Source: an optimization exercise on an open RTL-to-GDS flow (aim: small area). Production flows keep margins and buffers that such runs may drop. Function not checked in this run: the RTL went through the layout flow alone. Power is estimated from default activity; no workload was simulated.

--- design.v ---
module chan_ctrl
(
	input  wire clk,  
	input  wire rst_n,
	output wire [ 6:0] rd_addr,
	input  wire [31:0] rd_data,
	output wire [ 6:0] wr_addr,
	output wire [31:0] wr_data,
	output wire        wr_stb,
	input  wire        sync_stb,
	input  wire [31:0] ch_enas,
	output reg  [ 7:0] out_data,
	output wire        out_stb_addr,  
	output wire        out_stb_mix    
);
	localparam [4:0] W0  = 5'd8;   
	localparam [4:0] W2  = 5'd1;
	localparam [4:0] W3  = 5'd9;
	localparam [4:0] B0  = 5'd4;   
	localparam [4:0] B1  = 5'd3;
	localparam [4:0] B3  = 5'd5;
	localparam [4:0] BS  = 5'd15;   
	localparam [4:0] O0  = 5'd20;   
	localparam [4:0] O2  = 5'd27;
	localparam [4:0] A0  = 5'd14;   
	localparam [4:0] A3  = 5'd2;
	localparam [4:0] SZ  = 5'd11;  
	localparam [4:0] LP  = 5'd12;  
	localparam [4:0] SV  = 5'd13;  
	localparam [4:0] NE  = 5'd6;  
	localparam [4:0] ND0 = 5'd0;  
	localparam [4:0] ND2 = 5'd16;
	reg [4:0] st, next_st;
	reg [4:0] curr_ch;
	reg [31:0] offset;
	reg        c12;      
	reg        flag;     
	reg [5:0]  vol_l;    
	reg [5:0]  vol_r;    
	reg [13:0] base;     
	wire ch_ena = ch_enas[curr_ch];
	wire last   = &curr_ch;
	always @*
	case( st )
	W0:  next_st = sync_stb ? B0 : W0;
	W2:  next_st = sync_stb ? B3 : W3;
	W3:  next_st = sync_stb ? B0 : W0;
	B0:  next_st = ch_ena ? O0 : ND0;
	B3:  next_st = ch_ena ? O0 : ND0;
	B1:  next_st = ch_ena ? O2 : ND2;
	BS:  next_st = W2;
	O0:  next_st = A0;
	O2:  next_st = A3;
	A0:  next_st = SZ;
	A3:  next_st = SZ;
	SZ:  next_st = LP;
	LP:  next_st = SV;
	SV:  next_st = NE;
	NE:  next_st = last ? BS : B1;
	ND0: next_st = last ? BS : B1;
	ND2: next_st = last ? BS : B1;
	default: next_st = W0;
	endcase
	always @(posedge clk)
	if( !rst_n )
		st <= W0;
	else
		st <= next_st;
	wire s_next = (st==NE) || (st==ND0) || (st==ND2);
	wire s_offs = (st==O0) || (st==O2);
	wire s_add  = (st==A0) || (st==A3);
	wire s_size = (st==SZ);
	wire s_loop = (st==LP);
	wire s_save = (st==SV);
	wire [4:0] ch_inc;
	assign ch_inc[0] = s_next;
	genvar ci;
	generate
	for( ci=1; ci<5; ci=ci+1 ) begin: chi
		assign ch_inc[ci] = ch_inc[ci-1] & curr_ch[ci-1];
	end
	endgenerate
	always @(posedge clk)
		curr_ch <= {5{rst_n}} & (curr_ch ^ ch_inc);
	wire [12:0] lo;
	chan_ctrl_add12 u_lo (.a(offset[11:0]), .b(rd_data[25:14]), .s(lo));
	reg  [19:0] bop;
	always @*
	if( s_add )
		bop = {14'd0, rd_data[31:26]};
	else if( s_size )
		bop = ~rd_data[27:8];
	else if( s_loop )
		bop = flag ? rd_data[27:8] : 20'd0;
	else if( s_save )
		bop = 20'hFFFFF;
	else
		bop = {base[11:0], 8'd0};
	wire        cin = s_add || ((s_size || s_save) && c12);
	wire [20:0] hi;
	chan_ctrl_add20 u_hi (.a(offset[31:12]), .b(bop), .ci(cin), .s(hi));
	wire s_hw  = s_add || s_loop || s_save;
	wire h_lo  = !(s_offs || s_add);
	wire h_hi  = !(s_offs || s_hw);
	always @(posedge clk)
	begin
		offset[11:0]  <= ({12{s_offs}} & rd_data[11:0]) | ({12{s_add}} & lo[11:0]) | ({12{h_lo}} & offset[11:0]);
		offset[31:12] <= ({20{s_offs}} & rd_data[31:12]) | ({20{s_hw}} & hi[19:0]) | ({20{h_hi}} & offset[31:12]);
	end
	always @(posedge clk)
	begin
		c12  <= (s_add & lo[12]) | (!(s_add || s_next) & c12);
		flag <= (s_add & hi[20]) | (!s_add & (flag | (s_size & hi[20])));
	end
	wire s_ne   = (st==NE);
	wire h_vol  = !(s_add || s_next);
	wire h_b0   = !(s_size || s_ne);
	wire h_b1   = !(s_loop || s_ne);
	wire [5:0] vr_in = rd_data[5:0] ^ {6{rd_data[12]}};
	wire [13:0] bsum = {base[13:12] + {1'b0, hi[20]}, hi[19:8]};
	always @(posedge clk)
	begin
		vol_l       <= ({6{s_add}} & rd_data[11:6]) | ({6{s_next}} & offset[17:12]) | ({6{h_vol}} & vol_l);
		vol_r[1:0]  <= ({2{s_add}} & vr_in[1:0]) | ({2{s_next}} & offset[19:18]) | ({2{h_vol}} & vol_r[1:0]);
		vol_r[5:2]  <= ({4{s_add}} & vr_in[5:2]) | ({4{h_vol}} & vol_r[5:2]);
		base[7:0]   <= ({8{s_size}} & rd_data[7:0]) | ({8{s_ne}} & bsum[7:0]) | ({8{h_b0}} & base[7:0]);
		base[13:8]  <= ({6{s_loop}} & rd_data[5:0]) | ({6{s_ne}} & bsum[13:8]) | ({6{h_b1}} & base[13:8]);
	end
	wire [1:0] ra;
	assign ra[0] = (st==W2) || (st==O0) || (st==O2) || (st==ND0) || (st==ND2) ||
	               (st==SZ) || (st==LP) || (st==SV) || (st==NE);
	assign ra[1] = (st==A0) || (st==A3) || (st==SZ) || (st==LP) || (st==SV) || (st==NE);
	assign rd_addr = {curr_ch, ra};
	assign wr_addr = {curr_ch, 2'd0};
	assign wr_data = offset;
	assign wr_stb  = (st==NE);
	assign out_stb_mix  = rst_n && ( (st==LP) || (st==SV) || (st==NE) );
	assign out_stb_addr = rst_n && ( (st==B1) || (st==BS) || (st==O2) || (st==ND2) ||
	                                 (st==W2) || (st==A3) || (st==B3) || (st==W3) );
	always @*
	case( st )
	LP:          out_data = offset[11:4];
	SV:          out_data = {2'd0, vol_l};
	NE:          out_data = {2'd0, vol_r};
	B1, BS:      out_data = {2'd0, base[13:8]};
	O2, ND2, W2: out_data = base[7:0];
	default:     out_data = {vol_r[1:0], vol_l};
	endcase
endmodule
module chan_ctrl_add12
(
	input  wire [11:0] a,
	input  wire [11:0] b,
	output wire [12:0] s
);
	wire [11:0] g = a & b;
	wire [11:0] p = a ^ b;
	wire [12:0] c;
	assign c[0] = 1'b0;
	genvar gi;
	generate
	for( gi=0; gi<12; gi=gi+2 ) begin: grp
		assign c[gi+1] = g[gi] | p[gi] & c[gi];
		assign c[gi+2] = g[gi+1] | p[gi+1] & g[gi] | p[gi+1] & p[gi] & c[gi];
	end
	endgenerate
	assign s = {c[12], p ^ c[11:0]};
endmodule
module chan_ctrl_add20
(
	input  wire [19:0] a,
	input  wire [19:0] b,
	input  wire        ci,
	output wire [20:0] s
);
	wire [19:0] g = a & b;
	wire [19:0] p = a ^ b;
	wire [10:0] c;    
	wire [10:0] c0;   
	wire [10:0] c1;   
	assign c[0]  = ci;
	assign c0[0] = 1'b0;
	assign c1[0] = 1'b1;
	genvar gi;
	generate
	for( gi=0; gi<10; gi=gi+2 ) begin: grp
		assign c[gi+1]  = g[gi] | p[gi] & c[gi];
		assign c[gi+2]  = g[gi+1] | p[gi+1] & g[gi] | p[gi+1] & p[gi] & c[gi];
		assign c0[gi+1] = g[gi+10] | p[gi+10] & c0[gi];
		assign c0[gi+2] = g[gi+11] | p[gi+11] & g[gi+10] | p[gi+11] & p[gi+10] & c0[gi];
		assign c1[gi+1] = g[gi+10] | p[gi+10] & c1[gi];
		assign c1[gi+2] = g[gi+11] | p[gi+11] & g[gi+10] | p[gi+11] & p[gi+10] & c1[gi];
	end
	endgenerate
	wire [10:0] cu = c[10] ? c1 : c0;
	assign s = {cu[10], p ^ {cu[9:0], c[9:0]}};
endmodule
--- flow/run.sh ---
#!/bin/bash
# Own layout flow. Synthesis: the standard synthesis, then the same
# synthesis again with an ABC mapping of its own (flow/own_abc.tcl, flow/abc.script); the
# second netlist is used only if its registers are exactly the standard
# synthesis's (names and cell types), else the standard one is kept.
# Layout: the standard ORFS steps, with port buffers of the smallest buffer
# cell and a small clock tree without dummy loads. Each tool's output goes
# to its own log in this folder.
set -euo pipefail
R=orfs/results/sky130hd/chan_ctrl/base
bash standard.sh synth > synth_standard.log 2>&1
cp $R/1_2_yosys.v standard_1_2_yosys.v
{ head -1 synth_recipe.tcl; cat flow/own_abc.tcl; tail -n +2 synth_recipe.tcl; } > own_synth.tcl
export OWN_ABC_SCRIPT=$PWD/flow/abc.script
bash standard.sh clean_synth > clean_synth.log 2>&1
if bash standard.sh SYNTH_SCRIPT=$PWD/own_synth.tcl synth > synth_own.log 2>&1 &&
   python3 flow/regs.py standard_1_2_yosys.v $R/1_2_yosys.v > regs_check.log 2>&1; then
  echo "using the own synthesis" >> regs_check.log
else
  echo "using the standard synthesis" >> regs_check.log
  bash standard.sh clean_synth > clean_synth2.log 2>&1
  bash standard.sh synth > synth_standard2.log 2>&1
fi
export BUFFER_PORTS_ARGS="-buffer_cell sky130_fd_sc_hd__buf_1"
export CTS_ARGS="-sink_clustering_enable -repair_clock_nets -dont_use_dummy_load -root_buf sky130_fd_sc_hd__clkbuf_8 -buf_list {sky130_fd_sc_hd__clkbuf_4}"
bash standard.sh finish > layout.log 2>&1
--- config.mk ---
export PLATFORM = sky130hd
export DESIGN_NAME = chan_ctrl
export DESIGN_NICKNAME = chan_ctrl
export VERILOG_FILES = /design/flow/design.v
export SDC_FILE = /design/flow/constraint.sdc
export NUM_CORES = 4
export LEC_CHECK = 0
export CAP_MARGIN = 20
export CORE_MARGIN = 2
export CORE_UTILIZATION = 65
export SLEW_MARGIN = 20
--- standard.sh ---
#!/bin/bash
# synth_recipe.tcl (not shown) runs the flow's synth.tcl, then flattens the netlist and writes it again
# the make line also repeats each setting of config.mk as NAME=value (left out here)
make -C /OpenROAD-flow-scripts/flow DESIGN_CONFIG=/design/flow/config.mk WORK_HOME=/design/flow/orfs CLKGATE_MAP_FILE= SYNTH_SCRIPT=/design/flow/synth_recipe.tcl "${@:-finish}"
--- flow/own_abc.tcl ---
# Own ABC mapping, sourced after the first line of synth_recipe.tcl: ABC runs
# the script in flow/abc.script (one command per line) instead of ORFS's
# speed script. The rest of the synthesis, and so every register, is the
# standard synthesis's.
proc abc {args} {
  set f [open $::env(OWN_ABC_SCRIPT) r]
  set cmds [list]
  foreach line [split [read $f] "\n"] {
    set line [string trim $line]
    if { $line ne "" && [string index $line 0] ne "#" } { lappend cmds [string map {" " ","} $line] }
  }
  close $f
  set i [lsearch -exact $args -script]
  if { $i >= 0 } { lset args [expr {$i + 1}] "+[join $cmds {;}]" }
  yosys abc {*}$args
}
--- flow/abc.script ---
strash
&get -n
&fraig -x
&put
scorr
dc2
dretime
strash
&get -n
&dch -f
&nf {D}
&put
&get -n
&dch -f
&nf {D}
&put
&get -n
&dch -f
&nf {D}
&put
--- constraint.sdc ---
create_clock -name core_clock -period 5.0 [get_ports {clk}]
set_input_delay 1.0000 -clock core_clock [delete_from_list [all_inputs] [get_ports {clk}]]
set_output_delay 1.0000 -clock core_clock [all_outputs]
set_load 0.01 [all_outputs]
--- flow/regs.py ---
# Compare the registers (instance name and cell type) of two netlists.
import re, sys
def regs(path):
    out = set()
    for m in re.finditer(r'^\s*(sky130_fd_sc_hd__\w+)\s+(\S+)\s*\(', open(path).read(), re.M):
        cell = re.sub(r'_\d+$', '', m.group(1))
        if re.search(r'__(e?s?df|s?dl|sedf)', cell):
            out.add((m.group(2), cell))
    return out
a, b = regs(sys.argv[1]), regs(sys.argv[2])
print(len(a), "registers in", sys.argv[1], len(b), "in", sys.argv[2])
sys.exit(0 if a == b and a else 1)
==> flow_metrics.tcl <==
set metrics [dict create \
    final_util_pct 79.7 \
    cts_tree "built" \
    ys_ff_latch 70 \
    fmax_mhz 216 \
    cp.arrival_ns 4.88 \
    slew_headroom_pct 29.3 \
    start_util_pct 68.2 \
    ys_async_sr_fraction_pct 0 \
    postCtsSetupBuffers 0 \
    mostFrequentLayoutCells "buf_1, nand2_1, dfxtp_1" \
    yosysWarnings 1 \
    synth_cells 535 \
    grt_pass1_wl_um 24500 \
    io_pins 124 \
    grt_pass1_vias 4713 \
    whs_path_depth 2 \
    power.density_nw_per_um2 716 \
    clockBufferDepth 2 \
    fin_crit_ns 4.62 \
    syn_to_final_growth_pct 16.9 \
    crit_required_ns 5.25 \
    place_area_um2 5350 \
    path_common_cell "o21ai_0" \
    maxSlewViolCount 0 \
    routed_wl_um 16100 \
    hold_buffers 0 \
    ant_nets 0 \
    cts_buffers 9 \
    die_h_um 88.9 \
    worstReg2RegStart "st[1]" \
    start_kind "input pin" \
    finalSetupTns_ns 0 \
    clock-sinks 70 \
    synthDominantCellAreaShare_pct 29.9 \
    worst_pin_slew_ns 1.06 \
    io_buffer_count 121 \
    syn_avg_cell_area_um2 8.76 \
    critical_path_buf_inv_count 2 \
    ys_types 46 \
    num-nets-final 796 \
    synth_area_leaders "dfxtp_1, ha_1, a22oi_1" \
    path_cells "buf_1 > a21oi_1 > nor2_1 > a21oi_1 > o21ai_0 > ha_1 > clkinv_1 > a211oi_1 > o21ai_0 > nand2b_1 > a31oi_1 > o21a_1 > o21a_1 > o21ai_0 > a41o_1 > a31o_1 > a31o_1 > fa_1 > a22oi_1 > nand2_1" \
    synth_enable_flop_cells 0 \
    clk_pin_slew_ns 0.08 \
    htreeDepth 3 \
    r2r_end "base[11]" \
    antenna_found_initial 0 \
    ir_worst_vdd_mv 0.441 \
    post-synth-top-area-cell "dfxtp_1" \
    drive_gt1_share_pct 5.77 \
    gr-total-overflow 0 \
    core_um2 6870 \
    design_area_um2 5480 \
    dp_hpwl_um 11900 \
    startpoint "rd_data[8]" \
    track_usage_pct 41.8 \
    setup_viol 0 \
    worst-path-stages 20 \
    drv_cap 0 \
    timing.final.crit_share_pct 92.4 \
    antenna_cells 0 \
    synth.cell_area_um2 4680 \
    vias 5176 \
    gp_congestion 0.994 \
    rsz0062_at_grt "false" \
    path_class "in2reg" \
    slowest_stage "fa_1" \
    worstSkewPairLatency_ns 0.36 \
    p_leak_nw 2.27 \
    final_common_cell "buf_1" \
    finClkSkew_ns 0.0222 \
    worst_hold_path_type "reg2reg" \
    synth_seq_area_share_pct 29.9 \
    hold_viol 0 \
    drt_pass1_iterations 7 \
    critPathTopFamily "compound AO/OA/AOI/OAI gates" \
    min_from "vol_r[2]" \
    max_stage_delay_ns 0.44 \
    grt_max_degree 21 \
    wl_per_cell_um 20.8 \
    die-area_um2 7900 \
    crit_path_end_kind "register" \
    ys.flop_type "dfxtp_1" \
    rr_worst_depth 18 \
    vias_per_cell 6.70 \
    path_max_fanout 4 \
    drcViolationCount 0 \
    status "timing/DRC/antenna clean" \
    die_w_um 88.9 \
    endpoint "base[10]" \
    timing.reg2reg.setup_slack_ns 0.40 \
    clockRootBuffer "clkbuf_8" \
    core.rowCount 30 \
    drtIter0Drc 777 \
]
[state kept, by name, indices dropped and copies added, names as in the netlist]
signal   count
flag         1
c12          1
curr_ch      5
vol_r        6
offset      32
vol_l        6
st           5
base        14
[worst min-delay path, cell delays in order (launching register included)]
cell	delay [ns]
dfxtp_1	0.33
nand2_1	0.04
o21ai_0	0.06
[worst min path at each step]
| stage | endpoint | slack [ns] |
|---|---|---|
| after global placement | vol_r[2] | 0.43 |
| after detailed placement | vol_r[2] | 0.45 |
| after floorplan | vol_r[4] | 0.42 |
| after CTS | vol_r[2] | 0.46 |
| final | vol_r[2] | 0.46 |
| after global routing | c12 | 0.48 |
[power by group]
part	internal [mW]	switching, mW
Sequential	0.817	0.313
Combinational	1.00	1.43
Clock	0.161	0.200
[layout make-up]
class	count	area [µm²]
Inverter	23	86.3
Timing Repair Buffer	138	582
Sequential cell	70	1400
Multi-Input combinational cell	436	3160
Clock buffer	9	124
Tap cell	96	120
Fill cell	496	1390
[layer usage]
layer / vias to the layer above / GRT usage [%] / share of wire (%)
met5: - / 0 / 0
met1: 2380 / 54.1 / 36
met4: 0 / 15.8 / 4.0
li1: 2294 / - / -
met2: 432 / 64.9 / 45
met3: 70 / 14.3 / 15
[per-stage QoR]
step	total power, mW	cells	hold slack (ns)	setup slack [ns]
6_report	3.92	772	0.460	0.378
5_1_grt	4.22	772	0.482	0.0985
4_1_cts	3.85	772	0.460	0.306
3_5_place_dp	3.48	763	0.447	0.0905
3_3_place_gp	3.38	763	0.434	0.211
2_1_floorplan	2.70	536	0.424	0.280
[synth_stat cells, drive strengths merged, types with 4 or more instances]
cell type / number
a21o: 6
a21oi: 45
a222oi: 7
a22oi: 58
and2: 8
buf: 7
clkinv: 23
dfxtp: 70
fa: 15
ha: 36
mux4: 10
nand2: 79
nand3: 8
nand4: 4
nor2: 23
o21a: 5
o21ai: 58
o22ai: 11
xnor2: 15
xor2: 7
[what timing repair did]
action                                  CTS  global route
resized for setup                         0             1
endpoints found under the hold margin     0             0
endpoints found under the setup margin    0             6
[logic make-up (layout without fill, tap and decap cells)]
group,Yosys count,after routing,share of synthesized area [%]
adder cells (fa/ha/maj),51,51,16.0
XOR/XNOR,22,22,4.11
AO/OA/AOI/OAI,209,209,28.5
buffers and inverters,30,170,2.96
multiplexers,11,11,5.02
flip-flops,70,70,29.9
AND/OR/NAND/NOR,141,141,13.4
other,1,2,0.0801

-- static timing again, ports no longer ideal --
In the flow no input, the clock included, has a driving cell. The finished layout below was timed again as built, in two steps. Step 1, drivers: a clkbuf_16 drives clk and a buf_2 each remaining input, both assumed. Step 2, shift: input delay + t, output delay - t, t = (earliest + latest rising clock arrival at the registers) / 2. This alone moves slack from input paths to output paths. Slacks: ideal ports / drivers / drivers and shift; pairs: ideal ports / drivers.
t (ns): 0.378
setup slack, ns: 0.378 / 0.381 / 0.003
worst setup path at the end: input to register
slew at the worst register clock pin (ns): 0.08 / 0.08
cell pins on the clock port's net: 1
After both steps setup and hold are still met in this run. For this run, drivers alone change the setup slack by +0.003 ns; drivers and shift together by -0.375 ns.
